This is an optimization exercise on Yosys and OpenROAD, whose aim is small area and a short achievable clock period, not a production implementation. At most, simulation tests tie the RTL to the original design; equivalence was not proved. No functional check of the RTL was part of runs 4 to 6. Power and IR drop assume default switching activity.

$ cat design/flow/config.mk
export PLATFORM = sky130hd
export DESIGN_NAME = TIMER_TOP
export DESIGN_NICKNAME = TIMER_TOP
export VERILOG_FILES = /design/flow/design.v
export SDC_FILE = /design/flow/constraint.sdc
export NUM_CORES = 4
export LEC_CHECK = 0
export CAP_MARGIN = 20
export CORE_MARGIN = 2
export CORE_UTILIZATION = 40
export SETUP_SLACK_MARGIN = 2.9
export SLEW_MARGIN = 20
$ cat design/flow/constraint.sdc
create_clock -name core_clock -period 5.5 [get_ports {sys_clk}]
set_input_delay 1.1000 -clock core_clock [delete_from_list [all_inputs] [get_ports {sys_clk}]]
set_output_delay 1.1000 -clock core_clock [all_outputs]
set_load 0.01 [all_outputs]
$ cat design/flow/design.v
module TIMER_TOP (
	input  wire        sys_clk,
	input  wire        sys_rst_n,
	input  wire        tim_psel,
	input  wire        tim_write,
	input  wire        tim_penable,
	input  wire [11:0] tim_paddr,
	input  wire [31:0] tim_pwdata,
	output wire [31:0] tim_prdata,
	input  wire [3:0]  tim_pstrb,
	output wire        tim_pready,
	output wire        tim_int,
	input  wire        dbg_mode
);
	reg apb_wait;    
	reg rdy_rd;      
	reg rdy_wr;      
	always @(posedge sys_clk or negedge sys_rst_n) begin
		if (~sys_rst_n) begin
			apb_wait <= 1'b0;
			rdy_rd   <= 1'b0;
			rdy_wr   <= 1'b0;
		end else begin
			apb_wait <= tim_psel & ~tim_penable;
			rdy_rd   <= apb_wait & ~tim_write;
			rdy_wr   <= apb_wait &  tim_write;
		end
	end
	assign tim_pready = rdy_rd | rdy_wr;
	reg sel_tcr, sel_tdr0, sel_tdr1, sel_tcmp0, sel_tcmp1, sel_tier, sel_tisr, sel_thcsr;
	wire addr_hi0 = (tim_paddr[11:5] == 7'd0) & (tim_paddr[1:0] == 2'd0);
	wire [31:0] wdata = tim_pwdata & {{8{tim_pstrb[3]}}, {8{tim_pstrb[2]}}, {8{tim_pstrb[1]}}, {8{tim_pstrb[0]}}};
	wire we_tcr   = rdy_wr & sel_tcr;
	wire we_tdr0  = rdy_wr & sel_tdr0;
	wire we_tdr1  = rdy_wr & sel_tdr1;
	wire we_tcmp0 = rdy_wr & sel_tcmp0;
	wire we_tcmp1 = rdy_wr & sel_tcmp1;
	wire we_tier  = rdy_wr & sel_tier;
	wire we_tisr  = rdy_wr & sel_tisr;
	wire we_thcsr = rdy_wr & sel_thcsr;
	reg       timer_en;
	reg       div_en;
	reg [3:0] div_val;
	wire tcr_same   = {wdata[11:8], wdata[1]} == {div_val, div_en};
	wire tcr_gt8    = wdata[11] & (|wdata[10:8]);
	wire tcr_en_we  = we_tcr & tcr_same;
	wire tcr_div_we = we_tcr & ~wdata[0] & ~timer_en & ~tcr_gt8;
	always @(posedge sys_clk or negedge sys_rst_n) begin
		if (~sys_rst_n) begin
			timer_en <= 1'b0;
		end else if (tcr_en_we) begin
			timer_en <= wdata[0];
		end
	end
	always @(posedge sys_clk or negedge sys_rst_n) begin
		if (~sys_rst_n) begin
			div_en   <= 1'b0;
			div_val  <= 4'd1;
		end else if (tcr_div_we) begin
			div_en   <= wdata[1];
			div_val  <= wdata[11:8];
		end
	end
	reg int_en, int_st, halt_req;
	wire halt_ack = halt_req & dbg_mode;
	always @(posedge sys_clk or negedge sys_rst_n) begin
		if (~sys_rst_n) begin
			int_en   <= 1'b0;
			halt_req <= 1'b0;
		end else begin
			if (we_tier)  int_en   <= wdata[0];
			if (we_thcsr) halt_req <= wdata[0];
		end
	end
	assign tim_int = int_st & int_en;
	reg [7:0] p;
	reg       p_tc;
	wire [7:1] p_ones;    
	assign p_ones[1] = p[1];
	genvar gi;
	generate
		for (gi = 2; gi < 8; gi = gi + 1) begin : g_pones
			assign p_ones[gi] = p_ones[gi-1] & p[gi];
		end
	endgenerate
	reg p_before_tc;      
	always @(*) begin
		case (div_val)
			4'd1: p_before_tc = ~p[0];
			4'd2: p_before_tc = ~p[0] & p_ones[1];
			4'd3: p_before_tc = ~p[0] & p_ones[2];
			4'd4: p_before_tc = ~p[0] & p_ones[3];
			4'd5: p_before_tc = ~p[0] & p_ones[4];
			4'd6: p_before_tc = ~p[0] & p_ones[5];
			4'd7: p_before_tc = ~p[0] & p_ones[6];
			4'd8: p_before_tc = ~p[0] & p_ones[7];
			default: p_before_tc = 1'b0;
		endcase
	end
	wire div_zero = (div_val == 4'd0);
	always @(posedge sys_clk) begin
		if (~timer_en) begin
			p    <= 8'd0;
			p_tc <= div_zero;
		end else if (~halt_ack) begin
			p    <= p_tc ? 8'd0 : p + 8'd1;
			p_tc <= p_tc ? div_zero : p_before_tc;
		end
	end
	wire cnt_en = timer_en & ~halt_ack & (~div_en | p_tc);
	always @(posedge sys_clk) begin
		sel_tcr   <= sel_tcr_d;
		sel_tdr0  <= sel_tdr0_d;
		sel_tdr1  <= sel_tdr1_d;
		sel_tcmp0 <= sel_tcmp0_d;
		sel_tcmp1 <= sel_tcmp1_d;
		sel_tier  <= sel_tier_d;
		sel_tisr  <= sel_tisr_d;
		sel_thcsr <= sel_thcsr_d;
	end
	reg out_of_reset;
	always @(posedge sys_clk or negedge sys_rst_n) begin
		if (~sys_rst_n)
			out_of_reset <= 1'b0;
		else
			out_of_reset <= 1'b1;
	end
	reg timer_en_d;
	reg [31:0] cnt_lo, cnt_hi;
	wire clr = (timer_en_d & ~timer_en) | ~out_of_reset;
	always @(posedge sys_clk) begin
		timer_en_d <= timer_en;
	end
	wire [63:0] cnt = {cnt_hi, cnt_lo};
	wire [63:0] ones_below;    
	wire [7:0]  blk_ones;      
	genvar bi, bk;
	generate
		for (bi = 0; bi < 8; bi = bi + 1) begin : g_blk
			assign blk_ones[bi] = &cnt[8*bi+7:8*bi];
			for (bk = 0; bk < 8; bk = bk + 1) begin : g_bit
				if (bi == 0 && bk == 0)
					assign ones_below[0] = 1'b1;
				else if (bk == 0)
					assign ones_below[8*bi] = &blk_ones[bi-1:0];
				else
					assign ones_below[8*bi+bk] = ones_below[8*bi] & (&cnt[8*bi+bk-1:8*bi]);
			end
		end
	endgenerate
	wire [63:0] cnt_inc = cnt ^ ({64{cnt_en}} & ones_below);
	always @(posedge sys_clk) begin
		if (clr) begin
			cnt_lo <= 32'd0;
			cnt_hi <= 32'd0;
		end else begin
			cnt_lo <= we_tdr0 ? wdata : cnt_inc[31:0];
			cnt_hi <= we_tdr1 ? wdata : cnt_inc[63:32];
		end
	end
	reg [31:0] tcmp0_n, tcmp1_n;
	always @(posedge sys_clk) begin
		if (~out_of_reset) begin
			tcmp0_n <= 32'h0;
			tcmp1_n <= 32'h0;
		end else begin
			if (we_tcmp0) tcmp0_n <= ~wdata;
			if (we_tcmp1) tcmp1_n <= ~wdata;
		end
	end
	wire [31:0] tcmp0 = ~tcmp0_n, tcmp1 = ~tcmp1_n;
	wire cmp = ({tcmp1, tcmp0} == {cnt_hi, cnt_lo});
	always @(posedge sys_clk or negedge sys_rst_n) begin
		if (~sys_rst_n) begin
			int_st <= 1'b0;
		end else if (we_tisr & wdata[0]) begin
			int_st <= 1'b0;
		end else if (int_en & cmp) begin
			int_st <= 1'b1;
		end
	end
	wire sel_tcr_d   = addr_hi0 & (tim_paddr[4:2] == 3'd0);
	wire sel_tdr0_d  = addr_hi0 & (tim_paddr[4:2] == 3'd1);
	wire sel_tdr1_d  = addr_hi0 & (tim_paddr[4:2] == 3'd2);
	wire sel_tcmp0_d = addr_hi0 & (tim_paddr[4:2] == 3'd3);
	wire sel_tcmp1_d = addr_hi0 & (tim_paddr[4:2] == 3'd4);
	wire sel_tier_d  = addr_hi0 & (tim_paddr[4:2] == 3'd5);
	wire sel_tisr_d  = addr_hi0 & (tim_paddr[4:2] == 3'd6);
	wire sel_thcsr_d = addr_hi0 & (tim_paddr[4:2] == 3'd7);
	wire int_st_nw   = int_st | (int_en & cmp);
	reg [31:0] rd_q;
	reg        rd_halt_q;
	always @(posedge sys_clk) begin
		rd_q <=
			  ({32{sel_tcr_d}}   & {20'd0, div_val, 6'd0, div_en, timer_en})
			| ({32{sel_tdr0_d}}  & cnt_inc[31:0])
			| ({32{sel_tdr1_d}}  & cnt_inc[63:32])
			| ({32{sel_tcmp0_d}} & ~tcmp0_n)
			| ({32{sel_tcmp1_d}} & ~tcmp1_n)
			| ({32{sel_tier_d}}  & {31'd0, int_en})
			| ({32{sel_tisr_d}}  & {31'd0, int_st_nw})
			| ({32{sel_thcsr_d}} & {31'd0, halt_req});
		rd_halt_q <= sel_thcsr_d & halt_req;
	end
	assign tim_prdata = {rd_q[31:2], rd_q[1] | (rd_halt_q & dbg_mode), rd_q[0]};
endmodule
$ cat design/flow/flow/run.sh
#!/bin/bash
set -euo pipefail
WD=$PWD
CLUSTER=$(cat flow/cts_cluster_size 2>/dev/null || echo 30)
CTS_EXTRA=$(cat flow/cts_extra 2>/dev/null || true)
export BUFFER_PORTS_ARGS="-buffer_cell sky130_fd_sc_hd__buf_1"
export CTS_ARGS="-sink_clustering_enable -repair_clock_nets -buf_list $(cat flow/cts_bufs 2>/dev/null || echo sky130_fd_sc_hd__clkbuf_8) -dont_use_dummy_load -sink_clustering_size $CLUSTER $CTS_EXTRA"
if [[ -f flow/abc.script ]]; then
  rm -rf "$WD/scripts_abc"
  cp -r "$FLOW_HOME/scripts" "$WD/scripts_abc"
  cp flow/abc.script "$WD/scripts_abc/abc_speed.script"
  bash standard.sh "SCRIPTS_DIR=$WD/scripts_abc" synth > synth_flow.log 2>&1
fi
bash standard.sh "BUFFER_PORTS_ARGS=$BUFFER_PORTS_ARGS" "CTS_ARGS=$CTS_ARGS" finish > standard_flow.log 2>&1
$ cat design/flow/flow/abc.script
&get -n
&st
&dch
&nf
&put
$ cat design/flow/flow/cts_bufs
sky130_fd_sc_hd__clkbuf_4 sky130_fd_sc_hd__clkbuf_8
$ cat design/flow/standard.sh
#!/bin/bash
# synth_recipe.tcl (not shown) runs the flow's synth.tcl, then flattens the netlist and writes it again
# the make line also repeats each setting of config.mk as NAME=value (left out here)
make -C /OpenROAD-flow-scripts/flow DESIGN_CONFIG=/design/flow/config.mk WORK_HOME=/design/flow/orfs CLKGATE_MAP_FILE= SYNTH_SCRIPT=/design/flow/synth_recipe.tcl "${@:-finish}"
==> run notes, run 1 <==
* Status: did not finish
* Last stage: 4_1_cts
* Error msg: [ERROR STA-0564] clock_tree_synthesis positional arguments not supported.
* Mean Syn Cell Area at roughly 8.8 um^2
* Placer congestion estimate at just under 1
* Sequential fraction of the synthesis area at 0.445
* EDFF count, synth at 1
* Rows at between 50 and 60
* Yosys top cell by area: dfxtp_1
* Main synth FF type: dfxtp_1
* Syn nets at 1,056
* Synth Cell Area at between 0.008 and 0.009 mm^2
* Post-Syn Instances at roughly 1.0k
* Port buffer count at between 80 and 90
* Synthesized flop and latch total at 192
* Share of the synthesized area in the top cell type at 0.404
* I/O pins at a little under 90
* DP HPWL at around 20 mm
* Synth top area cells: dfxtp_1, a21oi_1, o21ai_0, xnor2_1, dfrtp_1
* Die span in x at about 150 um
* Starting density of the core at 0.405
* Unique masters post-synth at 53
* FFs w/ async S/R, synth at 0.0677
* DIE HEIGHT at 152 um
* Ys Warns at 1
-- through the flow --
stage / utilization / instances / worst slack (ps) / total power [mW] / instance area (um^2)
global placement: 0.433 / 1344 / 2000 / 1.58 / 9420
detailed placement: 0.433 / 1345 / 2170 / 1.58 / 9430
floorplan: - / 1000 / 2690 / 1.53 / 8890
-- power by group through the flow --
stage	logic [mW]	registers (mW)	clock network (mW)
global placement	0.125	1.46	0
detailed placement	0.126	1.46	0
floorplan	0.0742	1.45	0
-- synth_stat cells, types with 2 or more instances --
cell	number
dfrtp_1	12
a221oi_1	8
mux2_1	2
buf_4	31
o221a_1	3
nor2b_1	5
xnor2_1	51
o21bai_1	2
nor2_1	38
ha_1	2
nand2_1	57
nor3_1	13
or3_1	3
a31oi_1	8
o2111ai_1	4
a31o_1	3
o22ai_1	18
and3_1	9
dfxtp_1	178
a21o_1	3
a21oi_1	144
nand3_1	24
clkinv_1	21
and4_1	8
a211oi_1	8
a221o_1	2
or2_0	5
a22o_1	6
nand3b_1	4
nand4_1	26
o21ai_0	140
xor2_1	22
o221ai_1	31
o22a_1	27
nor4_1	24
and2_0	39
a2111oi_0	2
a21boi_0	2
-- kinds of logic after synthesis --
logic type                 Yosys count  share of synthesized area
AOI/OAI and AO/OA                  417                      0.285
buffers and inverters               52                     0.0353
DFF                                192                      0.445
adders and majority gates            2                    0.00284
muxes                                3                    0.00369
other                                1                   0.000425
xor gates and xnor gates            73                     0.0725
and+or+nand+nor                    260                      0.156
-- how the worst max path moves through the flow --
| stage | end | cells after the start | startpoint | slack [ps] |
|---|---|---|---|---|
| 2_1_floorplan | rd_q[0] | 7 | tim_paddr[11] | 2690 |
| 3_3_place_gp | rd_q[2] | 8 | tim_paddr[11] | 2000 |
| 3_5_place_dp | rd_q[9] | 7 | tim_paddr[11] | 2170 |
==> inputs of run 2 (changes only) <==
==> design/flow/flow/cts_bufs (replaced) <==
{sky130_fd_sc_hd__clkbuf_4 sky130_fd_sc_hd__clkbuf_8}
==> run 2 against run 1 <==
Synthesized cell count is the same; now clean on timing, DRC and antenna; synthesized area unchanged.
==> run notes, run 2 <==
* Status: complete, no violations
* Actual slew at the worst max-slew pin at around 860 ps
* Port buffer count at 87 (unchanged)
* Pre-CTS setup slack at 2170 ps (unchanged)
* Remaining routing DRC violations at 0
* Nets at between 1k and 1.5k
* Utilization after layout at 0.458
* Share of the synthesized area in the top cell type at 0.404 (unchanged)
* DRT antenna net count at 0
* Core area at 0.0218 mm^2
* Final worst-path cycle share at 0.473
* Synthesized flop and latch total at 192 (unchanged)
* Syn nets at 1,056 (unchanged)
* Fillcell total at around 2.2k
* Placer congestion estimate at 0.964 (unchanged)
* Most frequent cells in the layout: dfxtp_1, a21oi_1, o21ai_0, buf_1, nand2_1
* Slew headroom at 0.426
* Area of the multi-input gates at just under 0.005 mm^2
* Max-cap viol count at 0
* DR vias/cell at roughly 6.1
* Worst Hold Endpoint: int_st
* Synth Cell Area at 0.00882 mm^2 (unchanged)
* DP Area at 0.00943 mm^2 (unchanged)
* Worst EP arrival at about 1500 ps
* Sink Count at 192
* Die span in x at 152 um (unchanged)
* Final hold violation count at 0
* Root buffer cell: clkbuf_8
* Post-Layout Cell Count at about 1.4k
* Mean Syn Cell Area at 8.82 um^2 (unchanged)
* Crit-path max FO at 3
* Main synth FF type: dfxtp_1
* Dpl cells at 1,345 (unchanged)
* Unique masters post-synth at 53 (unchanged)
* Hold slack at between 400 and 500 ps
* Worst Skew at roughly 23 ps
* Data required time of the worst path at 4400 ps
* Antenna diodes at 0
* PD cells at roughly 230 mW/mm^2
* Skew-Pair Late Insertion Delay at around 470 ps
* Starting density of the core at 0.405 (unchanged)
* H-tree Lvls at 4
* Static Leak at 3.24 nW
* Rows at 54 (unchanged)
* FF-to-FF End: rd_q[19]
* Most common cell in the netlist: dfxtp_1
* Fin Setup TNS at 0 ps
* Sequential fraction of the synthesis area at 0.445 (unchanged)
* Die area at about 0.023 mm^2
* Worst min path class: register to register
* Setup slack, reg-to-reg at 2980 ps
* First-pass GRT wire length at around 47 mm
* EDFF count, synth at 1 (unchanged)
* Final worst slack at 2900 ps
* Share of layout cells above drive strength 1 at 0.0756
* Startpoint Class: input port
* Total CTS buffers at 17
* Design Area, Final at ~0.010 mm^2
* Post-Syn Instances at 1,000 (unchanged)
* RSZ-0062 raised after global routing: true
* DRT Pass-1 Iters at 5
* Initial antenna violation count at 1
* Initial drt markers at around 800
* DIE HEIGHT at 152 um (unchanged)
* CTS Buffer Depth at 2
* GRT Overall Usage at 0.256
* DRT Wirelength at between 20 and 30 mm
* Origin of the critical flop-to-flop path: cnt_lo[16]
* Hold path startpoint: sel_tisr
* I/O pins at 88 (unchanged)
* Final setup vio count at 0
* Most common cell after layout, fill and taps aside: dfxtp_1
* Area Overhead vs Synth at 12.9%
* Ys Warns at 1 (unchanged)
* Peak Freq at ~0.38 GHz
* Hold Crit Depth at 1
* GR Overflow Total at 0
* DP HPWL at 20.3 mm (unchanged)
* CTS tree: built
* WL per Instance at 21.7 um
* Power Total at 2.30 mW
* Clock transition at path regs at around 90 ps
* Via count at roughly 8.4k
* Kind of critical path: input port to output port
* Vias in the first global route at roughly 8.1k
* Fin. max-slew vios at 0
* Peak VDD IR at 0.117 mV
* Yosys top cell by area: dfxtp_1
* Synth top area cells: dfxtp_1, a21oi_1, o21ai_0, xnor2_1, dfrtp_1
* FF+latch area at between 0.003 and 0.004 mm^2
* Min cycle time layout at approximately 2600 ps
* Synth cell count leaders: dfxtp_1, a21oi_1, o21ai_0, nand2_1, xnor2_1
* Reg2reg path depth at 8
* Largest net degree at the start of global routing at 66
* FFs w/ async S/R, synth at 0.0677 (unchanged)
* Worst Setup End Kind: output port
## run 2: cell counts after synthesis
No cell type changed its count.
## run 2: repair_timing
action	in CTS	in global routing
gates resized for setup	18	19
pin swaps	6	6
hold buffers	0	0
endpoints found under the setup margin	64	32
gates cloned	1	0
setup buffers	10	5
## run 2: worst max path at each step
| stage | start | end | slack, ps | depth (start not counted) |
|---|---|---|---|---|
| floorplan | tim_paddr[11] | rd_q[0] | 2690 | 7 |
| global placement | tim_paddr[11] | rd_q[2] | 2000 | 8 |
| detailed placement | tim_paddr[11] | rd_q[9] | 2170 | 7 |
| CTS | dbg_mode | tim_prdata[1] | 2880 | 3 |
| global route | cnt_lo[16] | rd_q[19] | 2840 | 8 |
| finish | dbg_mode | tim_prdata[1] | 2900 | 3 |
## run 2: cell families (layout without fill, tap and decap cells)
family / count (synthesis) / count (layout) / share of synthesized area
multiplexers: 3 / 3 / 0.00369
flip-flops: 192 / 192 / 0.445
AO/OA/AOI/OAI: 417 / 417 / 0.285
XOR/XNOR: 73 / 73 / 0.0725
AND/OR/NAND/NOR: 260 / 261 / 0.156
buffers and inverters: 52 / 149 / 0.0353
adder cells (fa/ha/maj): 2 / 2 / 0.00284
other: 1 / 1 / 0.000425
## run 2: layout make-up
cell class	instances	share of cell area
multi-input combinational	757	0.485
sequential	192	0.395
clock buffer	17	0.0235
inverter	21	0.00917
timing repair buffer	111	0.0525
tap	280	0.0352
## run 2: worst max-delay path, stage by stage
cell and delay, ps:
buf_8 100, a21o_1 160, buf_2 140
## run 2: routing by layer
metal | up-vias | global-route usage | part of all wire
li1 | 3963 | - | -
met1 | 4037 | 0.369 | 0.47
met2 | 374 | 0.382 | 0.43
met3 | 58 | 0.0515 | 0.078
met5 | - | 0 | 0
met4 | 0 | 0.0882 | 0.027
## run 2: where the power goes
part | internal [mW] | switching, mW | total [mW]
combinational | 0.0501 | 0.0859 | 0.136
sequential | 1.41 | 0.0211 | 1.43
clock | 0.274 | 0.459 | 0.733
total | 1.73 | 0.566 | 2.30
==> inputs of run 3 (changes only) <==
==> design/flow/flow/cts_bufs (replaced) <==
{sky130_fd_sc_hd__clkbuf_2 sky130_fd_sc_hd__clkbuf_4 sky130_fd_sc_hd__clkbuf_8 sky130_fd_sc_hd__clkbuf_16}
==> run 3 against run 2 <==
Cell area increased by 2.5%; final cell count increased by 0.65%; clock-buffer cell count unchanged; die area unchanged; total power increased by 13%; sequential share of layout area decreased by 0.98 points; synthesized area unchanged; worst hold slack got worse by 11 ps; flip-flop and latch count unchanged; critical path depth unchanged; clock power increased by 41%; highest routed layer unchanged.
==> run notes, run 3 <==
* Status: complete, no violations
* Setup slack, reg-to-reg at 2950 ps (-30 ps)
* Switching Fraction at 0.231 (-0.0150)
* Hold slack at 430 ps (-11.0 ps)
* Synth Area in Compound Gates at 0.285 (unchanged)
* Antenna diodes at 0 (unchanged)
* DRT antenna net count at 0 (unchanged)
* GRT Overall Usage at 0.257 (+0.000605)
* Synth Cell Area at 0.00882 mm^2 (unchanged)
* Largest delay share family, worst path: buffers and inverters
* FFs w/ async S/R, synth at 0.0677 (unchanged)
* Static Leak at 3.37 nW (+4.1%)
* Starting density of the core at 0.405 (unchanged)
* XOR/XNOR Fraction of Synth Area at 0.0725 (unchanged)
* Worst Hold Endpoint: int_st
* WL per Instance at 21.6 um (-0.45%)
* Kind of critical path: input port to output port
* H-tree Lvls at 4 (unchanged)
* FF-to-FF End: rd_q[21]
* Max-cap viol count at 0 (unchanged)
* Synth top area cells: dfxtp_1, a21oi_1, o21ai_0, xnor2_1, dfrtp_1
* Placer congestion estimate at 0.964 (unchanged)
* Sink Count at 192 (unchanged)
* Clock transition at path regs at 70 ps (-20 ps)
* Most common cell in the netlist: dfxtp_1
* Synthesized flop and latch total at 192 (unchanged)
* Die area at 0.0233 mm^2 (unchanged)
* Grt met2 use at 0.384 (+0.00193)
* Dpl cells at 1,345 (unchanged)
* Slowest cell on the critical path: a21o_1
* RSZ-0062 raised after global routing: true
* Slew headroom at 0.443 (+0.0167)
* CP max stage delay at 160 ps (about the same)
* DP HPWL at 20.3 mm (unchanged)
* Main synth FF type: dfxtp_1
* Clock power share at 0.397 (+0.078)
* Mean Syn Cell Area at 8.82 um^2 (unchanged)
* Unique masters post-synth at 53 (unchanged)
* Most common cell after layout, fill and taps aside: dfxtp_1
* Final hold violation count at 0 (unchanged)
* DRT Pass-1 Iters at 5 (unchanged)
* Via count at 8,431 (-0.012%)
* Fin Setup TNS at 0 ps (unchanged)
* Worst Skew at 17.3 ps (-5.74 ps)
* Share of the synthesized area in the top cell type at 0.404 (unchanged)
* CTS Buffer Depth at 2 (unchanged)
* CTS Hold Bufs at 0 (unchanged)
* Peak VDD IR at 0.191 mV (+63%)
* Root buffer cell: clkbuf_16
* GR met3 Demand/Resource at 0.0424 (-0.00910)
* Largest family of logic cells by synthesized area: compound AO/OA/AOI/OAI gates
* Final worst-path cycle share at 0.473 (about the same)
* Worst EP arrival at 1500 ps (about the same)
* Hold Crit Depth at 1 (unchanged)
* Reg2reg path depth at 8 (unchanged)
* CP Cell Sequence: buf_8 > a21o_1 > buf_2
* PD cells at 255 mW/mm^2 (+11%)
* Min cycle time layout at 2600 ps (+0.130 ps)
* Peak Freq at 0.384 GHz (about the same)
* Initial antenna violation count at 1 (unchanged)
* Post-Layout Cell Count at 1,387 (+0.65%)
* EDFF count, synth at 1 (unchanged)
* Combinational Power Share at 0.054 (-0.005)
* Yosys top cell by area: dfxtp_1
* Synth cell count leaders: dfxtp_1, a21oi_1, o21ai_0, nand2_1, xnor2_1
* Ys Warns at 1 (unchanged)
* Die span in x at 152 um (unchanged)
* Worst min path class: register to register
* Area Overhead vs Synth at 15.7%
* CP Buf/Inv Count at 2 (unchanged)
* P_sw at 0.602 mW (+6.4%)
* Mux cell area share after synthesis at 0.00369 (unchanged)
* Origin of the critical flop-to-flop path: cnt_lo[16]
* DIE HEIGHT at 152 um (unchanged)
* Gr busiest metal: met2
* Core area at 0.0218 mm^2 (unchanged)
* Total CTS buffers at 17 (unchanged)
* Largest net degree at the start of global routing at 66 (unchanged)
* Worst Setup End Kind: output port
* Sequential fraction of the synthesis area at 0.445 (unchanged)
* Nets at 1,165 (+0.78%)
* Post-Syn Instances at 1,000 (unchanged)
* Skew-Pair Late Insertion Delay at 430 ps (-40 ps)
* Remaining routing DRC violations at 0 (unchanged)
* Most frequent cells in the layout: dfxtp_1, a21oi_1, o21ai_0, buf_1, nand2_1
* First-pass GRT wire length at 47.4 mm (+0.44%)
* Actual slew at the worst max-slew pin at 836 ps (-25.1 ps)
* Final setup vio count at 0 (unchanged)
* CTS tree: built
* Synth Area in Simple Gates at 0.156 (unchanged)
* Int Pwr at 2.00 mW (+16%)
* Syn nets at 1,056 (unchanged)
* DRT Wirelength at 29.9 mm (+0.20%)
* Crit-path max FO at 3 (unchanged)
* Port buffer count at 87 (unchanged)
* Share of layout cells above drive strength 1 at 0.0813 (+0.00571)
* Initial drt markers at 785 (-2.4%)
* Met1 Use GR at 0.375 (+0.00572)
* Post-Synth Adder-Cell Area at 0.00284 (unchanged)
* Startpoint Class: input port
* Rows at 54 (unchanged)
* Fin. max-slew vios at 0 (unchanged)
* DR vias/cell at 6.08 (-0.66%)
* Sequential Power Share at 0.549 (-0.072)
* GR Overflow Total at 0 (unchanged)
* I/O pins at 88 (unchanged)
* Hold path startpoint: sel_tisr
* Data required time of the worst path at 4400 ps (about the same)
* Vias in the first global route at 8,145 (+0.58%)
[run 3: cell counts after synthesis]
Identical to the previous run, type by type.
[run 3: worst max-delay path by stage]
stage / start / slack (ps) / cells after the start / end
2_1_floorplan: tim_paddr[11] / 2690 / 7 / rd_q[0]
6_report: dbg_mode / 2900 / 3 / tim_prdata[1]
3_3_place_gp: tim_paddr[11] / 2000 / 8 / rd_q[2]
3_5_place_dp: tim_paddr[11] / 2170 / 7 / rd_q[9]
4_1_cts: dbg_mode / 2880 / 3 / tim_prdata[1]
5_1_grt: cnt_lo[16] / 2830 / 8 / rd_q[21]
[run 3: through the flow]
step	setup WS, ps	total power [mW]	instance area (um^2)	util
floorplan	2690	1.53	8890	-
global placement	2000	1.58	9420	0.433
detailed placement	2170	1.58	9430	0.433
CTS	2880	2.61	10100	0.463
global route	2830	2.69	10200	0.469
finish	2900	2.60	10200	0.469
[run 3: worst register-to-register path, stage by stage (launching register included)]
cell and delay, ps:
dfxtp_1 410, nand2_1 160, or3_1 500, nor4_4 290
buf_4 220, nand2_1 200, nor4_2 270, xnor2_1 200
o221ai_1 160
[run 3: power by group through the flow]
stage | combinational (mW) | sequential, mW | clock, mW
floorplan | 0.0742 | 1.45 | 0
global placement | 0.125 | 1.46 | 0
detailed placement | 0.126 | 1.46 | 0
CTS | 0.138 | 1.43 | 1.05
global route | 0.157 | 1.43 | 1.11
finish | 0.139 | 1.43 | 1.03
[run 3: layout make-up]
cell class | count | area [um^2]
Multi-Input combinational cell | 757 | 4820
Inverter | 21 | 91.3
Fill cell | 2169 | 11500
Tap cell | 280 | 350
Clock buffer | 17 | 425
Sequential cell | 192 | 3930
Timing Repair Buffer | 120 | 594
[run 3: what timing repair did]
item,CTS,global route
endpoints found under the setup margin,64,42
resized for setup,17,18
gates cloned,1,0
buffers inserted,14,10
pin swaps,7,8
[run 3: logic make-up after synthesis]
family | after synthesis
flip-flops | 192
AND/OR/NAND/NOR | 260
other | 1
XOR/XNOR | 73
multiplexers | 3
AO/OA/AOI/OAI | 417
adder cells (fa/ha/maj) | 2
buffers and inverters | 52
[run 3: metal layers]
layer  vias to the layer above  wire length (um)
met2                       355             13000
met4                         0               737
met3                        48              2030
met1                      4035             14100
li1                       3993                 -
met5                         -                 0
==> inputs of run 4 (changes only) <==
--- a/design/flow/design.v
+++ b/design/flow/design.v
@@ -131,6 +131,7 @@
 	always @(posedge sys_clk) begin
 		timer_en_d <= timer_en;
 	end
+	reg lo_full_q;    
 	wire [63:0] cnt = {cnt_hi, cnt_lo};
 	wire [63:0] ones_below;    
 	wire [7:0]  blk_ones;      
@@ -141,6 +142,10 @@
 			for (bk = 0; bk < 8; bk = bk + 1) begin : g_bit
 				if (bi == 0 && bk == 0)
 					assign ones_below[0] = 1'b1;
+				else if (bk == 0 && bi == 4)
+					assign ones_below[32] = lo_full_q;
+				else if (bk == 0 && bi > 4)
+					assign ones_below[8*bi] = lo_full_q & (&blk_ones[bi-1:4]);
 				else if (bk == 0)
 					assign ones_below[8*bi] = &blk_ones[bi-1:0];
 				else
@@ -148,6 +153,14 @@
 			end
 		end
 	endgenerate
+	always @(posedge sys_clk) begin
+		if (clr)
+			lo_full_q <= 1'b0;
+		else if (we_tdr0)
+			lo_full_q <= &wdata;
+		else if (cnt_en)
+			lo_full_q <= ~cnt_lo[0] & (&cnt_lo[31:1]);
+	end
 	wire [63:0] cnt_inc = cnt ^ ({64{cnt_en}} & ones_below);
 	always @(posedge sys_clk) begin
 		if (clr) begin
==> design/flow/flow/run.sh (replaced) <==
#!/bin/bash
set -euo pipefail
WD=$PWD
CLUSTER=$(cat flow/cts_cluster_size 2>/dev/null || echo 30)
CTS_EXTRA=$(cat flow/cts_extra 2>/dev/null || true)
export BUFFER_PORTS_ARGS="-buffer_cell sky130_fd_sc_hd__buf_1"
export CTS_ARGS="-sink_clustering_enable -repair_clock_nets -buf_list sky130_fd_sc_hd__clkbuf_8 -dont_use_dummy_load -sink_clustering_size $CLUSTER $CTS_EXTRA"
if [[ -f flow/abc.script ]]; then
  rm -rf "$WD/scripts_abc"
  cp -r "$FLOW_HOME/scripts" "$WD/scripts_abc"
  cp flow/abc.script "$WD/scripts_abc/abc_speed.script"
  bash standard.sh "SCRIPTS_DIR=$WD/scripts_abc" synth > synth_flow.log 2>&1
fi
bash standard.sh "BUFFER_PORTS_ARGS=$BUFFER_PORTS_ARGS" "CTS_ARGS=$CTS_ARGS" finish > standard_flow.log 2>&1
removed: design/flow/flow/cts_bufs
==> run 4 against run 3 <==
Combinational power shrank 26%; synthesized area grew 0.70%; non-clock buffer count shrank 13; core utilization shrank 1.5 points; final cell count shrank 1.9%; highest routed layer unchanged.
==> run notes, run 4 <==
* FF-to-FF End: cnt_lo[30]
* Crit-path max FO at 6 (+3)
* Dpl cells at 1,329 (-1.2%)
* Synth cell count leaders: dfxtp_1, a21oi_1, o21ai_0, xor2_1, xnor2_1
* Remaining routing DRC violations at 0 (unchanged)
* Syn nets at 1,042 (-1.3%)
* Initial antenna violation count at 1 (unchanged)
* Worst Hold Endpoint: int_st
* Area Overhead vs Synth at 11.5%
* DRT Wirelength at 26.5 mm (-12%)
* Post-Layout Cell Count at 1,360 (-1.9%)
* Synth top area cells: dfxtp_1, a21oi_1, o21ai_0, xor2_1, xnor2_1
* I/O pins at 88 (unchanged)
* Worst Setup End Kind: register
* Main synth FF type: dfxtp_1
* Status: complete, no violations
* Peak VDD IR at 0.112 mV (-41%)
* Nets at 1,137 (-2.4%)
* Slew headroom at 0.487 (+0.0442)
* GR Overflow Total at 0 (unchanged)
* Startpoint Class: input port
* Largest net degree at the start of global routing at 65 (-1.5%)
* CP max stage delay at 570 ps (+410 ps)
* Initial drt markers at 741 (-5.6%)
* First-pass GRT wire length at 41.9 mm (-12%)
* Mean Syn Cell Area at 9.01 um^2 (+2.1%)
* Reg2reg path depth at 7 (-1)
* GRT Overall Usage at 0.225 (-0.0316)
* Post-Syn Instances at 986 (-1.4%)
* Most common cell in the netlist: dfxtp_1
* Actual slew at the worst max-slew pin at 770 ps (-66.3 ps)
* Die span in x at 153 um (+0.34%)
* Skew-Pair Late Insertion Delay at 470 ps (+40 ps)
* Slowest cell on the critical path: or4_4
* Hold path startpoint: sel_tisr
* Max-cap viol count at 0 (unchanged)
* Worst min path class: register to register
* Die area at 0.0234 mm^2 (+0.68%)
* Synth Cell Area at 0.00888 mm^2 (+0.70%)
* Sink Count at 193 (+0.52%)
* Utilization after layout at 0.454 (-0.0153)
* Ys Warns at 1 (unchanged)
* Share of the synthesized area in the top cell type at 0.404 (-0.000535)
* Fin. max-slew vios at 0 (unchanged)
* RSZ-0062 raised after global routing: true
* DRT Pass-1 Iters at 6 (+1)
* Most frequent cells in the layout: dfxtp_1, a21oi_1, o21ai_0, buf_1, xor2_1
* Clock transition at path regs at 90 ps (+20 ps)
* Min cycle time layout at 2640 ps (+42.1 ps)
* DRT antenna net count at 0 (unchanged)
* Starting density of the core at 0.407 (+0.00155)
* Hold Crit Depth at 1 (unchanged)
* Synthesized flop and latch total at 193 (+0.52%)
* Fillcell total at 2,193 (+1.1%)
* DR vias/cell at 5.80 (-4.6%)
* CTS tree: built
* Port buffer count at 87 (unchanged)
* Worst EP arrival at 3030 ps (+1530 ps)
* Core area at 0.0218 mm^2 (+0.31%)
* Unique masters post-synth at 52 (-1.9%)
* DIE HEIGHT at 153 um (+0.34%)
* CTS Buffer Depth at 2 (unchanged)
* Static Leak at 3.43 nW (+1.6%)
* CP Cell Sequence: buf_6 > a21bo_4 > or2_4 > nor4_4 > nand4_1 > or4_4 > xor2_2 > a211oi_2
* Final hold violation count at 0 (unchanged)
* Root buffer cell: clkbuf_8
* Total CTS buffers at 17 (unchanged)
* Most common cell after layout, fill and taps aside: dfxtp_1
* H-tree Lvls at 4 (unchanged)
* FFs w/ async S/R, synth at 0.0674 (-0.000351)
* Peak Freq at 0.378 GHz (-1.6%)
* EDFF count, synth at 1 (unchanged)
* WL per Instance at 19.5 um (-9.9%)
* Placer congestion estimate at 0.855 (-11%)
* Pre-CTS setup slack at 2190 ps (+16.5 ps)
* Vias in the first global route at 7,467 (-8.3%)
* Final worst-path cycle share at 0.481 (+0.00765)
* Via count at 7,886 (-6.5%)
* Kind of critical path: input port to register
* Final setup vio count at 0 (unchanged)
* Worst Skew at 29.3 ps (+12.0 ps)
* Sequential fraction of the synthesis area at 0.444 (-0.000815)
* Share of layout cells above drive strength 1 at 0.0741 (-0.00716)
* PD cells at 227 mW/mm^2 (-11%)
* Data required time of the worst path at 5890 ps (+1490 ps)
* DP HPWL at 17.4 mm (-14%)
* Final worst slack at 2860 ps (-42.1 ps)
* Rows at 54 (unchanged)
* Fin Setup TNS at 0 ps (unchanged)
* Yosys top cell by area: dfxtp_1
* Origin of the critical flop-to-flop path: cnt_lo[11]
* Setup slack, reg-to-reg at 2870 ps (-80 ps)
-- run 4: cell count changes in the layout (fill, tap and decap cells not counted), sizes merged, moves of 10 or more --
cell | before | now
xor2 | 22 | 60
buf | 120 | 107
nand2 | 58 | 48
nand4 | 26 | 37
nor2 | 38 | 28
o22ai | 18 | 5
-- run 4: layout make-up --
type,instances,area [um^2],share of cell area
multi-input cells,744,4800,0.485
repair buffers,107,482,0.0486
diodes,1,2.50,0.000253
well taps,280,350,0.0354
inverters,18,72.6,0.00733
flip-flops and latches,193,3960,0.400
clock buffers,17,234,0.0236
-- run 4: worst max-delay path: cells and delay by family --
kind            cells  cell delay [ps]
compound gates      2              450
xor+xnor            1              170
buf+inv             1              100
simple gates        4             1210
-- run 4: how the worst max path moves through the flow --
stage | start | cells after the start | to | slack (ps)
4_1_cts | dbg_mode | 8 | cnt_lo[30] | 2900
3_3_place_gp | dbg_mode | 8 | rd_q[30] | 2250
5_1_grt | cnt_lo[11] | 7 | cnt_lo[30] | 2800
2_1_floorplan | dbg_mode | 7 | cnt_lo[30] | 2560
6_report | dbg_mode | 8 | cnt_lo[30] | 2860
3_5_place_dp | dbg_mode | 9 | rd_q[30] | 2190
-- run 4: logic make-up after synthesis --
logic type / Yosys count / synth area share
fa+ha+maj: 2 / 0.00282
simple gates: 253 / 0.154
compound gates: 368 / 0.246
buf+inv: 49 / 0.0338
flops: 193 / 0.444
mux: 4 / 0.00507
other cells: 1 / 0.000422
xor+xnor: 116 / 0.114
-- run 4: stage by stage --
| step | total power [mW] | hold slack (ps) | instance area (um^2) |
|---|---|---|---|
| 2_1_floorplan | 1.50 | 396 | 8970 |
| 3_3_place_gp | 1.55 | 401 | 9480 |
| 6_report | 2.25 | 418 | 9900 |
| 3_5_place_dp | 1.55 | 406 | 9480 |
| 5_1_grt | 2.33 | 422 | 9900 |
| 4_1_cts | 2.26 | 419 | 9800 |
-- run 4: layer usage --
metal | GRT usage | routed length [um] | vias to the layer above
met2 | 0.357 | 12000 | 272
met4 | 0.0529 | 382 | 0
met1 | 0.315 | 12400 | 3764
met5 | 0 | 0 | -
li1 | - | - | 3824
met3 | 0.0476 | 1690 | 26
-- run 4: what timing repair did --
item | CTS | global route
pin swaps | 9 | 9
endpoints found under the setup margin | 27 | 26
setup buffers | 8 | 4
gates resized for setup | 8 | 24
cloned | 0 | 0
hold buffers | 0 | 0
-- run 4: power breakdown --
| group | leakage [nW] | internal [mW] | switching, mW |
|---|---|---|---|
| combinational | 1.70 | 0.0338 | 0.0693 |
| sequential | 1.61 | 1.41 | 0.0109 |
| clock | 0.122 | 0.275 | 0.453 |
==> inputs of run 5 (changes only) <==
--- a/design/flow/design.v
+++ b/design/flow/design.v
@@ -27,17 +27,25 @@
 		end
 	end
 	assign tim_pready = rdy_rd | rdy_wr;
-	reg sel_tcr, sel_tdr0, sel_tdr1, sel_tcmp0, sel_tcmp1, sel_tier, sel_tisr, sel_thcsr;
 	wire addr_hi0 = (tim_paddr[11:5] == 7'd0) & (tim_paddr[1:0] == 2'd0);
+	wire sel_tcr_d   = addr_hi0 & (tim_paddr[4:2] == 3'd0);
+	wire sel_tdr0_d  = addr_hi0 & (tim_paddr[4:2] == 3'd1);
+	wire sel_tdr1_d  = addr_hi0 & (tim_paddr[4:2] == 3'd2);
+	wire sel_tcmp0_d = addr_hi0 & (tim_paddr[4:2] == 3'd3);
+	wire sel_tcmp1_d = addr_hi0 & (tim_paddr[4:2] == 3'd4);
+	wire sel_tier_d  = addr_hi0 & (tim_paddr[4:2] == 3'd5);
+	wire sel_tisr_d  = addr_hi0 & (tim_paddr[4:2] == 3'd6);
+	wire sel_thcsr_d = addr_hi0 & (tim_paddr[4:2] == 3'd7);
+	reg [31:0] rd_q;
 	wire [31:0] wdata = tim_pwdata & {{8{tim_pstrb[3]}}, {8{tim_pstrb[2]}}, {8{tim_pstrb[1]}}, {8{tim_pstrb[0]}}};
-	wire we_tcr   = rdy_wr & sel_tcr;
-	wire we_tdr0  = rdy_wr & sel_tdr0;
-	wire we_tdr1  = rdy_wr & sel_tdr1;
-	wire we_tcmp0 = rdy_wr & sel_tcmp0;
-	wire we_tcmp1 = rdy_wr & sel_tcmp1;
-	wire we_tier  = rdy_wr & sel_tier;
-	wire we_tisr  = rdy_wr & sel_tisr;
-	wire we_thcsr = rdy_wr & sel_thcsr;
+	wire we_tcr   = rdy_wr & rd_q[0];
+	wire we_tdr0  = rdy_wr & rd_q[1];
+	wire we_tdr1  = rdy_wr & rd_q[2];
+	wire we_tcmp0 = rdy_wr & rd_q[3];
+	wire we_tcmp1 = rdy_wr & rd_q[4];
+	wire we_tier  = rdy_wr & rd_q[5];
+	wire we_tisr  = rdy_wr & rd_q[6];
+	wire we_thcsr = rdy_wr & rd_q[7];
 	reg       timer_en;
 	reg       div_en;
 	reg [3:0] div_val;
@@ -108,16 +116,6 @@
 		end
 	end
 	wire cnt_en = timer_en & ~halt_ack & (~div_en | p_tc);
-	always @(posedge sys_clk) begin
-		sel_tcr   <= sel_tcr_d;
-		sel_tdr0  <= sel_tdr0_d;
-		sel_tdr1  <= sel_tdr1_d;
-		sel_tcmp0 <= sel_tcmp0_d;
-		sel_tcmp1 <= sel_tcmp1_d;
-		sel_tier  <= sel_tier_d;
-		sel_tisr  <= sel_tisr_d;
-		sel_thcsr <= sel_thcsr_d;
-	end
 	reg out_of_reset;
 	always @(posedge sys_clk or negedge sys_rst_n) begin
 		if (~sys_rst_n)
@@ -131,7 +129,6 @@
 	always @(posedge sys_clk) begin
 		timer_en_d <= timer_en;
 	end
-	reg lo_full_q;    
 	wire [63:0] cnt = {cnt_hi, cnt_lo};
 	wire [63:0] ones_below;    
 	wire [7:0]  blk_ones;      
@@ -142,10 +139,6 @@
 			for (bk = 0; bk < 8; bk = bk + 1) begin : g_bit
 				if (bi == 0 && bk == 0)
 					assign ones_below[0] = 1'b1;
-				else if (bk == 0 && bi == 4)
-					assign ones_below[32] = lo_full_q;
-				else if (bk == 0 && bi > 4)
-					assign ones_below[8*bi] = lo_full_q & (&blk_ones[bi-1:4]);
 				else if (bk == 0)
 					assign ones_below[8*bi] = &blk_ones[bi-1:0];
 				else
@@ -153,14 +146,6 @@
 			end
 		end
 	endgenerate
-	always @(posedge sys_clk) begin
-		if (clr)
-			lo_full_q <= 1'b0;
-		else if (we_tdr0)
-			lo_full_q <= &wdata;
-		else if (cnt_en)
-			lo_full_q <= ~cnt_lo[0] & (&cnt_lo[31:1]);
-	end
 	wire [63:0] cnt_inc = cnt ^ ({64{cnt_en}} & ones_below);
 	always @(posedge sys_clk) begin
 		if (clr) begin
@@ -192,19 +177,8 @@
 			int_st <= 1'b1;
 		end
 	end
-	wire sel_tcr_d   = addr_hi0 & (tim_paddr[4:2] == 3'd0);
-	wire sel_tdr0_d  = addr_hi0 & (tim_paddr[4:2] == 3'd1);
-	wire sel_tdr1_d  = addr_hi0 & (tim_paddr[4:2] == 3'd2);
-	wire sel_tcmp0_d = addr_hi0 & (tim_paddr[4:2] == 3'd3);
-	wire sel_tcmp1_d = addr_hi0 & (tim_paddr[4:2] == 3'd4);
-	wire sel_tier_d  = addr_hi0 & (tim_paddr[4:2] == 3'd5);
-	wire sel_tisr_d  = addr_hi0 & (tim_paddr[4:2] == 3'd6);
-	wire sel_thcsr_d = addr_hi0 & (tim_paddr[4:2] == 3'd7);
 	wire int_st_nw   = int_st | (int_en & cmp);
-	reg [31:0] rd_q;
-	reg        rd_halt_q;
-	always @(posedge sys_clk) begin
-		rd_q <=
+	wire [31:0] rd_d =
 			  ({32{sel_tcr_d}}   & {20'd0, div_val, 6'd0, div_en, timer_en})
 			| ({32{sel_tdr0_d}}  & cnt_inc[31:0])
 			| ({32{sel_tdr1_d}}  & cnt_inc[63:32])
@@ -213,6 +187,11 @@
 			| ({32{sel_tier_d}}  & {31'd0, int_en})
 			| ({32{sel_tisr_d}}  & {31'd0, int_st_nw})
 			| ({32{sel_thcsr_d}} & {31'd0, halt_req});
+	wire [7:0] wr_sel_d = {sel_thcsr_d, sel_tisr_d, sel_tier_d, sel_tcmp1_d,
+	                       sel_tcmp0_d, sel_tdr1_d, sel_tdr0_d, sel_tcr_d};
+	reg rd_halt_q;
+	always @(posedge sys_clk) begin
+		rd_q <= {rd_d[31:8], tim_write ? wr_sel_d : rd_d[7:0]};
 		rd_halt_q <= sel_thcsr_d & halt_req;
 	end
 	assign tim_prdata = {rd_q[31:2], rd_q[1] | (rd_halt_q & dbg_mode), rd_q[0]};
==> run 5 against run 4 <==
Critical endpoint is now rd_q[13]; critical path depth is 2 lower; critical path type unchanged; worst setup slack worse by 12 ps; worst hold slack better by 57 ps; still clean on timing, DRC and antenna; highest routed layer unchanged; non-clock buffer count is 7 higher; largest cell class unchanged; via count is 7.2% higher.
==> run notes, run 5 <==
* WL per Instance at 21.7 um (+12%)
* Hold path startpoint: p[4]
* Hold slack at 475 ps (+57.0 ps)
* GR Overflow Total at 0 (unchanged)
* Placer congestion estimate at 0.979 (+15%)
* DR vias/cell at 6.18 (+6.6%)
* Min cycle time layout at 2660 ps (+11.8 ps)
* CP Cell Sequence: buf_1 > nor4_2 > and3_1 > nand3_2 > o22a_1 > o221ai_1
* Antenna diodes at 0 (-1)
* Most common cell after layout, fill and taps aside: dfxtp_1
* DP Area at 0.00934 mm^2 (-1.5%)
* FFs w/ async S/R, synth at 0.0707 (+0.00329)
* Fin Setup TNS at 0 ps (unchanged)
* Initial antenna violation count at 0 (-1)
* Mean Syn Cell Area at 8.76 um^2 (-2.7%)
* Sink Count at 184 (-4.7%)
* Die area at 0.0229 mm^2 (-2.1%)
* Share of layout cells above drive strength 1 at 0.0933 (+0.0192)
* Unique masters post-synth at 54 (+3.8%)
* Skew-Pair Late Insertion Delay at 480 ps (about the same)
* First-pass GRT wire length at 46.1 mm (+10%)
* Peak Freq at 0.376 GHz (-0.44%)
* Worst Hold Endpoint: p[4]
* Peak VDD IR at 0.136 mV (+21%)
* Synthesized flop and latch total at 184 (-4.7%)
* Startpoint Class: input port
* Final setup vio count at 0 (unchanged)
* CP max stage delay at 570 ps (about the same)
* CTS tree: built
* Synth top area cells: dfxtp_1, o21ai_0, a21oi_1, xnor2_1, dfrtp_1
* Status: complete, no violations
* Actual slew at the worst max-slew pin at 822 ps (+52.5 ps)
* Max-cap viol count at 0 (unchanged)
* Largest delay share family, worst path: simple AND/OR/NAND/NOR gates
* Post-Syn Instances at 992 (+0.61%)
* RSZ-0062 raised after global routing: true
* Worst min path class: register to register
* Synth Cell Area at 0.00869 mm^2 (-2.1%)
* Crit-path max FO at 16 (+10)
* CTS Buffer Depth at 2 (unchanged)
* Static Leak at 3.28 nW (-4.4%)
* Data required time of the worst path at 5870 ps (-20 ps)
* Root buffer cell: clkbuf_8
* H-tree Lvls at 4 (unchanged)
* Largest net degree at the start of global routing at 66 (+1.5%)
* Critical path startpoint: tim_paddr[11]
* DP HPWL at 20.0 mm (+15%)
* Design Area, Final at 0.00993 mm^2 (+0.28%)
* Fin. max-slew vios at 0 (unchanged)
* Most common cell in the netlist: dfxtp_1
* Slew headroom at 0.452 (-0.0350)
* Rows at 53 (-1.9%)
* Synth cell count leaders: dfxtp_1, o21ai_0, a21oi_1, nand2_1, nor2_1
* Sequential fraction of the synthesis area at 0.433 (-0.0111)
* Hold Crit Depth at 2 (+1)
* Worst Skew at 31.1 ps (+1.85 ps)
* Origin of the critical flop-to-flop path: cnt_lo[2]
* EDFF count, synth at 1 (unchanged)
* I/O pins at 88 (unchanged)
* Ys Warns at 1 (unchanged)
* DIE HEIGHT at 151 um (-1.0%)
* Nets at 1,151 (+1.2%)
* Initial drt markers at 702 (-5.3%)
* Core area at 0.0212 mm^2 (-3.1%)
* Syn nets at 1,048 (+0.58%)
* GRT Overall Usage at 0.263 (+0.0381)
* FF-to-FF End: rd_q[24]
* Die span in x at 151 um (-1.0%)
* Final worst-path cycle share at 0.483 (+0.00214)
* Starting density of the core at 0.411 (+0.00400)
* Power Total at 2.29 mW (+2.0%)
* CTS Hold Bufs at 0 (unchanged)
* Share of the synthesized area in the top cell type at 0.392 (-0.0120)
* DRT antenna net count at 0 (unchanged)
* Reg2reg path depth at 8 (+1)
* Via count at 8,454 (+7.2%)
* Setup slack, reg-to-reg at 2950 ps (+80 ps)
* Clock transition at path regs at 100 ps (about the same)
* Worst EP arrival at 3020 ps (about the same)
* CP Buf/Inv Count at 1 (unchanged)
* Most frequent cells in the layout: dfxtp_1, o21ai_0, a21oi_1, buf_1, nand2_1
* Port buffer count at 87 (unchanged)
* PD cells at 231 mW/mm^2 (+1.7%)
* Final hold violation count at 0 (unchanged)
* Yosys top cell by area: dfxtp_1
* Vias in the first global route at 7,865 (+5.3%)
* Worst Setup End Kind: register
* Kind of critical path: input port to register
* Main synth FF type: dfxtp_1
* Remaining routing DRC violations at 0 (unchanged)
* Area Overhead vs Synth at 14.3%
* Total CTS buffers at 17 (unchanged)
* Slowest cell on the critical path: nand3_2
* DRT Wirelength at 29.7 mm (+12%)
* Post-Layout Cell Count at 1,368 (+0.59%)
* DRT Pass-1 Iters at 6 (unchanged)
* Dpl cells at 1,329 (unchanged)
-- run 5: worst max-delay path by stage --
stage                    end  slack (ps)  depth (start not counted)
2_1_floorplan        rd_q[7]        2640                          7
3_3_place_gp        rd_q[13]        2090                          8
3_5_place_dp         rd_q[7]        2050                          8
4_1_cts        tim_prdata[1]        2880                          3
5_1_grt             rd_q[13]        2810                          6
6_report            rd_q[13]        2840                          6
-- run 5: repair_timing --
action	in CTS	in global routing
buffers inserted	8	13
gates resized for setup	23	33
endpoints found under the setup margin	63	47
pin swaps	5	15
gates cloned	0	1
-- run 5: area by class of cell --
cell class                 count  area (um^2)
clock buffer                  17          234
fill                        2071        11200
inverter                      10         37.5
multi-input combinational    768         4930
sequential                   184         3810
tap                          275          344
timing repair buffer         114          568
-- run 5: routing by layer --
layer / global-route usage / routed length, um / part of all wire
met3: 0.0515 / 2460 / 0.083
met4: 0.0893 / 795 / 0.027
met5: 0 / 0 / 0
met2: 0.393 / 12900 / 0.43
met1: 0.379 / 13600 / 0.46
-- run 5: cell families (layout without fill, tap and decap cells) --
kind of cell / Yosys count / count (layout) / share of synthesized area
buffers and inverters: 41 / 141 / 0.0311
AO/OA/AOI/OAI: 415 / 415 / 0.290
AND/OR/NAND/NOR: 271 / 272 / 0.163
flip-flops: 184 / 184 / 0.433
other: 1 / 1 / 0.000431
multiplexers: 5 / 5 / 0.00633
adder cells (fa/ha/maj): 2 / 2 / 0.00288
XOR/XNOR: 73 / 73 / 0.0736
-- run 5: worst reg2reg max path: cells and delay by family, from the launching register on --
| kind | cells | cell delay [ps] |
|---|---|---|
| AO/OA/AOI/OAI | 1 | 130 |
| XOR/XNOR | 1 | 200 |
| buffers and inverters | 1 | 190 |
| flip-flops | 1 | 370 |
| AND/OR/NAND/NOR | 5 | 1530 |
-- run 5: through the flow --
step | utilization | setup slack (ps)
final | 0.469 | 2840
after global routing | 0.469 | 2810
after CTS | 0.459 | 2880
after detailed placement | 0.441 | 2050
after global placement | 0.441 | 2090
after floorplan | - | 2640
-- run 5: power breakdown --
part	internal, mW	switching (mW)
clock network	0.274	0.435
registers	1.36	0.0348
logic	0.0702	0.123
total	1.70	0.593
==> inputs of run 6 (changes only) <==
--- a/design/flow/design.v
+++ b/design/flow/design.v
@@ -36,16 +36,15 @@
 	wire sel_tier_d  = addr_hi0 & (tim_paddr[4:2] == 3'd5);
 	wire sel_tisr_d  = addr_hi0 & (tim_paddr[4:2] == 3'd6);
 	wire sel_thcsr_d = addr_hi0 & (tim_paddr[4:2] == 3'd7);
-	reg [31:0] rd_q;
 	wire [31:0] wdata = tim_pwdata & {{8{tim_pstrb[3]}}, {8{tim_pstrb[2]}}, {8{tim_pstrb[1]}}, {8{tim_pstrb[0]}}};
-	wire we_tcr   = rdy_wr & rd_q[0];
-	wire we_tdr0  = rdy_wr & rd_q[1];
-	wire we_tdr1  = rdy_wr & rd_q[2];
-	wire we_tcmp0 = rdy_wr & rd_q[3];
-	wire we_tcmp1 = rdy_wr & rd_q[4];
-	wire we_tier  = rdy_wr & rd_q[5];
-	wire we_tisr  = rdy_wr & rd_q[6];
-	wire we_thcsr = rdy_wr & rd_q[7];
+	wire we_tcr   = rdy_wr & sel_tcr_d;
+	wire we_tdr0  = rdy_wr & sel_tdr0_d;
+	wire we_tdr1  = rdy_wr & sel_tdr1_d;
+	wire we_tcmp0 = rdy_wr & sel_tcmp0_d;
+	wire we_tcmp1 = rdy_wr & sel_tcmp1_d;
+	wire we_tier  = rdy_wr & sel_tier_d;
+	wire we_tisr  = rdy_wr & sel_tisr_d;
+	wire we_thcsr = rdy_wr & sel_thcsr_d;
 	reg       timer_en;
 	reg       div_en;
 	reg [3:0] div_val;
@@ -116,16 +115,10 @@
 		end
 	end
 	wire cnt_en = timer_en & ~halt_ack & (~div_en | p_tc);
-	reg out_of_reset;
-	always @(posedge sys_clk or negedge sys_rst_n) begin
-		if (~sys_rst_n)
-			out_of_reset <= 1'b0;
-		else
-			out_of_reset <= 1'b1;
-	end
 	reg timer_en_d;
 	reg [31:0] cnt_lo, cnt_hi;
-	wire clr = (timer_en_d & ~timer_en) | ~out_of_reset;
+	wire clr = timer_en_d & ~timer_en;
+	wire lo_ones = &cnt_lo;
 	always @(posedge sys_clk) begin
 		timer_en_d <= timer_en;
 	end
@@ -147,8 +140,11 @@
 		end
 	endgenerate
 	wire [63:0] cnt_inc = cnt ^ ({64{cnt_en}} & ones_below);
-	always @(posedge sys_clk) begin
-		if (clr) begin
+	always @(posedge sys_clk or negedge sys_rst_n) begin
+		if (~sys_rst_n) begin
+			cnt_lo <= 32'd0;
+			cnt_hi <= 32'd0;
+		end else if (clr) begin
 			cnt_lo <= 32'd0;
 			cnt_hi <= 32'd0;
 		end else begin
@@ -157,8 +153,8 @@
 		end
 	end
 	reg [31:0] tcmp0_n, tcmp1_n;
-	always @(posedge sys_clk) begin
-		if (~out_of_reset) begin
+	always @(posedge sys_clk or negedge sys_rst_n) begin
+		if (~sys_rst_n) begin
 			tcmp0_n <= 32'h0;
 			tcmp1_n <= 32'h0;
 		end else begin
@@ -178,7 +174,10 @@
 		end
 	end
 	wire int_st_nw   = int_st | (int_en & cmp);
-	wire [31:0] rd_d =
+	reg [31:0] rd_q;
+	reg        rd_halt_q;
+	always @(posedge sys_clk) begin
+		rd_q <=
 			  ({32{sel_tcr_d}}   & {20'd0, div_val, 6'd0, div_en, timer_en})
 			| ({32{sel_tdr0_d}}  & cnt_inc[31:0])
 			| ({32{sel_tdr1_d}}  & cnt_inc[63:32])
@@ -187,11 +186,6 @@
 			| ({32{sel_tier_d}}  & {31'd0, int_en})
 			| ({32{sel_tisr_d}}  & {31'd0, int_st_nw})
 			| ({32{sel_thcsr_d}} & {31'd0, halt_req});
-	wire [7:0] wr_sel_d = {sel_thcsr_d, sel_tisr_d, sel_tier_d, sel_tcmp1_d,
-	                       sel_tcmp0_d, sel_tdr1_d, sel_tdr0_d, sel_tcr_d};
-	reg rd_halt_q;
-	always @(posedge sys_clk) begin
-		rd_q <= {rd_d[31:8], tim_write ? wr_sel_d : rd_d[7:0]};
 		rd_halt_q <= sel_thcsr_d & halt_req;
 	end
 	assign tim_prdata = {rd_q[31:2], rd_q[1] | (rd_halt_q & dbg_mode), rd_q[0]};
==> design/flow/flow/run.sh (replaced) <==
#!/bin/bash
set -euo pipefail
export BUFFER_PORTS_ARGS="-buffer_cell sky130_fd_sc_hd__buf_1"
bash standard.sh "BUFFER_PORTS_ARGS=$BUFFER_PORTS_ARGS" finish > standard_flow.log 2>&1
--- a/design/flow/config.mk
+++ b/design/flow/config.mk
@@ -8,5 +8,6 @@
 export CAP_MARGIN = 20
 export CORE_MARGIN = 2
 export CORE_UTILIZATION = 40
-export SETUP_SLACK_MARGIN = 2.9
+export CTS_BUF_LIST = sky130_fd_sc_hd__clkbuf_8
+export SETUP_SLACK_MARGIN = 3.0
 export SLEW_MARGIN = 20
removed: design/flow/flow/abc.script
==> run 6 against run 5 <==
Still clean on timing, DRC and antenna; register-to-register slack is essentially flat; core utilization up 1.6 points; flip-flop and latch count decreased by 1; non-clock buffer count increased by 25; worst setup slack worse by 57 ps; clock power rose by 28%; sequential power is 3% lower; first-iteration DRC count grew 39%; via count increased by 5.1%; maximum frequency shrank 2.1%; critical path type unchanged; highest routed layer unchanged.
==> run notes, run 6 <==
* Status: complete, no violations
* Starting density of the core at 0.407 (-0.00358)
* Kind of critical path: input port to register
* Initial antenna violation count at 0 (unchanged)
* Startpoint Class: input port
* Levels on crit path at 8 (+2)
* CTS tree: built
* Post-Syn Instances at 1,093 (+10%)
* Fin Setup TNS at 0 ps (unchanged)
* Slew headroom at 0.352 (-0.0999)
* Mean Syn Cell Area at 9.06 um^2 (+3.4%)
* Worst EP arrival at 3110 ps (+90 ps)
* WL per Instance at 22.8 um (+4.8%)
* Worst Setup End Kind: register
* DIE HEIGHT at 161 um (+6.6%)
* Via count at 8,881 (+5.1%)
* RSZ-0062 raised after global routing: true
* Largest net degree at the start of global routing at 141 (+110%)
* Routed wl met2 at 15.3 mm (+18%)
* First-pass GRT wire length at 48.1 mm (+4.4%)
* CP Buf/Inv Count at 2 (+1)
* FF+latch area at 0.00438 mm^2 (+15%)
* FFs w/ async S/R, synth at 0.765 (+0.694)
* Nets at 1,215 (+5.6%)
* DP HPWL at 20.2 mm (+0.69%)
* Final setup vio count at 0 (unchanged)
* Skew-Pair Late Insertion Delay at 480 ps (about the same)
* H-tree Lvls at 4 (unchanged)
* Highest routed layer: met4
* Synth Cell Area at 0.00991 mm^2 (+14%)
* Remaining routing DRC violations at 0 (unchanged)
* Wire length on met3 at 3.13 mm (+27%)
* Die area at 0.0260 mm^2 (+14%)
* Largest delay share family, worst path: simple AND/OR/NAND/NOR gates
* Max-cap viol count at 0 (unchanged)
* PD cells at 199 mW/mm^2 (-14%)
* DP Area at 0.0103 mm^2 (+11%)
* Rows at 57 (+7.5%)
* Core area at 0.0243 mm^2 (+15%)
* DRT Pass-1 Iters at 8 (+2)
* Vias in the first global route at 8,238 (+4.7%)
* Sink Count at 183 (-0.54%)
* Area of the multi-input gates at 0.00558 mm^2 (+13%)
* EDFF count, synth at 1 (unchanged)
* Placer congestion estimate at 0.885 (-9.6%)
* Unique masters post-synth at 65 (+20%)
* GR Overflow Total at 0 (unchanged)
* Share of layout cells above drive strength 1 at 0.169 (+0.0756)
* Main synth FF type: dfrtp_1
* Final worst slack at 2790 ps (-57.5 ps)
* Sequential fraction of the synthesis area at 0.442 (+0.00915)
* Clock transition at path regs at 100 ps (about the same)
* Root buffer cell: clkbuf_8
* Final worst-path cycle share at 0.493 (+0.0105)
* CP Cell Sequence: buf_1 > or4_4 > or3_4 > nor4_4 > buf_6 > and2_4 > nor2_1 > nor3_1
* I/O pins at 88 (unchanged)
* Yosys top cell by area: dfrtp_1
* Final hold violation count at 0 (unchanged)
* Peak Freq at 0.369 GHz (-2.1%)
* Syn nets at 1,149 (+9.6%)
* Initial drt markers at 979 (+39%)
* Sum of routed wire segments on met1 at 14.5 mm (+6.7%)
* Worst Setup EP: cnt_lo[28]
* Crit-path max FO at 6 (-10)
* Actual slew at the worst max-slew pin at 970 ps (+148 ps)
* Die span in x at 161 um (+6.6%)
* Port buffer count at 87 (unchanged)
* CP max stage delay at 550 ps (-20 ps)
* Synth cell count leaders: dfrtp_1, nand2_1, o21ai_0, xnor2_1, nor2_1
* Data required time of the worst path at 5900 ps (+30 ps)
* Synth top area cells: dfrtp_1, dfxtp_1, xnor2_1, o21ai_0, nand2_1
* Most common cell in the netlist: dfrtp_1
* Total CTS buffers at 17 (unchanged)
* Min cycle time layout at 2710 ps (+57.5 ps)
* Peak VDD IR at 0.168 mV (+24%)
* FF-to-FF End: int_st
* Static Leak at 4.63 nW (+41%)
* Worst Skew at 12.7 ps (-18.4 ps)
* Fillcell total at 2,305 (+11%)
* Synthesized flop and latch total at 183 (-0.54%)
* Slowest cell on the critical path: or4_4
* Fin. max-slew vios at 0 (unchanged)
* Worst min path class: register to register
* Antenna diodes at 0 (unchanged)
* Origin of the critical flop-to-flop path: cnt_hi[29]
* Reg2reg path depth at 6 (-2)
* Design Area, Final at 0.0118 mm^2 (+19%)
* Area Overhead vs Synth at 19.2%
* Share of the synthesized area in the top cell type at 0.351 (-0.0404)
* DRT Wirelength at 34.1 mm (+15%)
* Most common cell after layout, fill and taps aside: dfrtp_1
* DR vias/cell at 5.94 (-3.9%)
* DRT antenna net count at 0 (unchanged)
* Ys Warns at 1 (unchanged)
* Critical path startpoint: tim_paddr[0]
* Setup slack, reg-to-reg at 2960 ps (about the same)
* Most frequent cells in the layout: dfrtp_1, nand2_1, xnor2_1, buf_1, o21ai_0
* CTS Buffer Depth at 2 (unchanged)
* Pre-CTS setup slack at 1490 ps (-562 ps)
* GRT Overall Usage at 0.242 (-0.0209)
run 6: worst reg2reg max path, delay by kind of cell (launching register included):
family	cells	cell delay (ps)
AOI/OAI and AO/OA	2	340
xor gates and xnor gates	1	250
DFF	1	440
and+or+nand+nor	3	1430
run 6: power breakdown:
part	internal, mW	total, mW	switching (mW)	leakage, nW
sequential	1.34	1.35	0.00359	2.27
combinational	0.0275	0.0988	0.0713	2.17
clock	0.374	0.906	0.533	0.189
run 6: how the worst min path moves through the flow:
stage | from | end | slack (ps) | cells past startpoint
floorplan | timer_en | timer_en_d | 340 | 0
global placement | apb_wait | rdy_wr | 460 | 1
detailed placement | apb_wait | rdy_wr | 460 | 1
CTS | apb_wait | rdy_wr | 490 | 1
global route | apb_wait | rdy_wr | 530 | 1
finish | apb_wait | rdy_wr | 490 | 1
run 6: final cells by class:
| class | count | area share |
|---|---|---|
| Timing Repair Buffer | 139 | 0.0846 |
| Multi-Input combinational cell | 800 | 0.472 |
| Clock buffer | 18 | 0.0210 |
| Inverter | 18 | 0.00604 |
| Tap cell | 324 | 0.0343 |
| Sequential cell | 183 | 0.371 |
| Clock inverter | 14 | 0.0107 |
run 6: timing repair:
action,CTS,global route
gates resized for setup,40,103
pin swaps,17,44
setup buffers,13,19
cloned,4,12
endpoints found under the setup margin,168,167
hold buffers,0,0
run 6: cell families after synthesis:
kind of cell | after synthesis | synth area share
AND/OR/NAND/NOR | 394 | 0.210
multiplexers | 11 | 0.0121
buffers and inverters | 117 | 0.0584
flip-flops | 183 | 0.442
AO/OA/AOI/OAI | 262 | 0.165
XOR/XNOR | 124 | 0.110
adder cells (fa/ha/maj) | 2 | 0.00253
run 6: stage by stage:
stage                     cells   util  hold WS [ps]  total power, mW
after floorplan            1093      -           342             1.41
after global placement     1416  0.425           459             1.46
after detailed placement   1416  0.425           461             1.46
after CTS                  1465  0.452           494             2.36
after global routing       1496  0.486           532             2.43
final                      1496  0.486           490             2.35
run 6: per-layer routing:
| metal | global-route usage | up-vias |
|---|---|---|
| li1 | - | 4027 |
| met1 | 0.340 | 4287 |
| met2 | 0.375 | 483 |
| met3 | 0.0465 | 84 |
| met4 | 0.0844 | 0 |
| met5 | 0 | - |

==> separate check: timing with driven ports <==
The results above use ideal ports. As a check the final layouts listed here were re-extracted and re-timed, cells and wires unchanged. Step 1 assumes that a clkbuf_16 drives the clock port and a buf_2 every other input. Step 2 adds t to the input delays and takes it off the output delays; t is the mean of the earliest and latest rising clock arrival at the registers after step 1. Input paths then give back, and output paths get back, about the clock's delay inside the block. Three values: ideal ports, drivers, drivers and shift; two values: the first two.
run | shift t [ns] | slack for setup (ns) | worst slew at a driven data input, ns
run 2 | 0.502 | 2.898 / 2.857 / 2.510 | 0.05
run 3 | 0.475 | 2.898 / 2.857 / 2.520 | 0.05
run 4 | 0.498 | 2.856 / 2.865 / 2.367 | 0.08
run 5 | 0.506 | 2.844 / 2.853 / 2.363 | 0.05
run 6 | 0.518 | 2.786 / 2.810 / 2.292 | 0.04
After both steps every run listed still meets setup and hold. The setup slack of run 6, which loses most, moves by +0.024 ns with the drivers and by -0.494 ns with both steps.
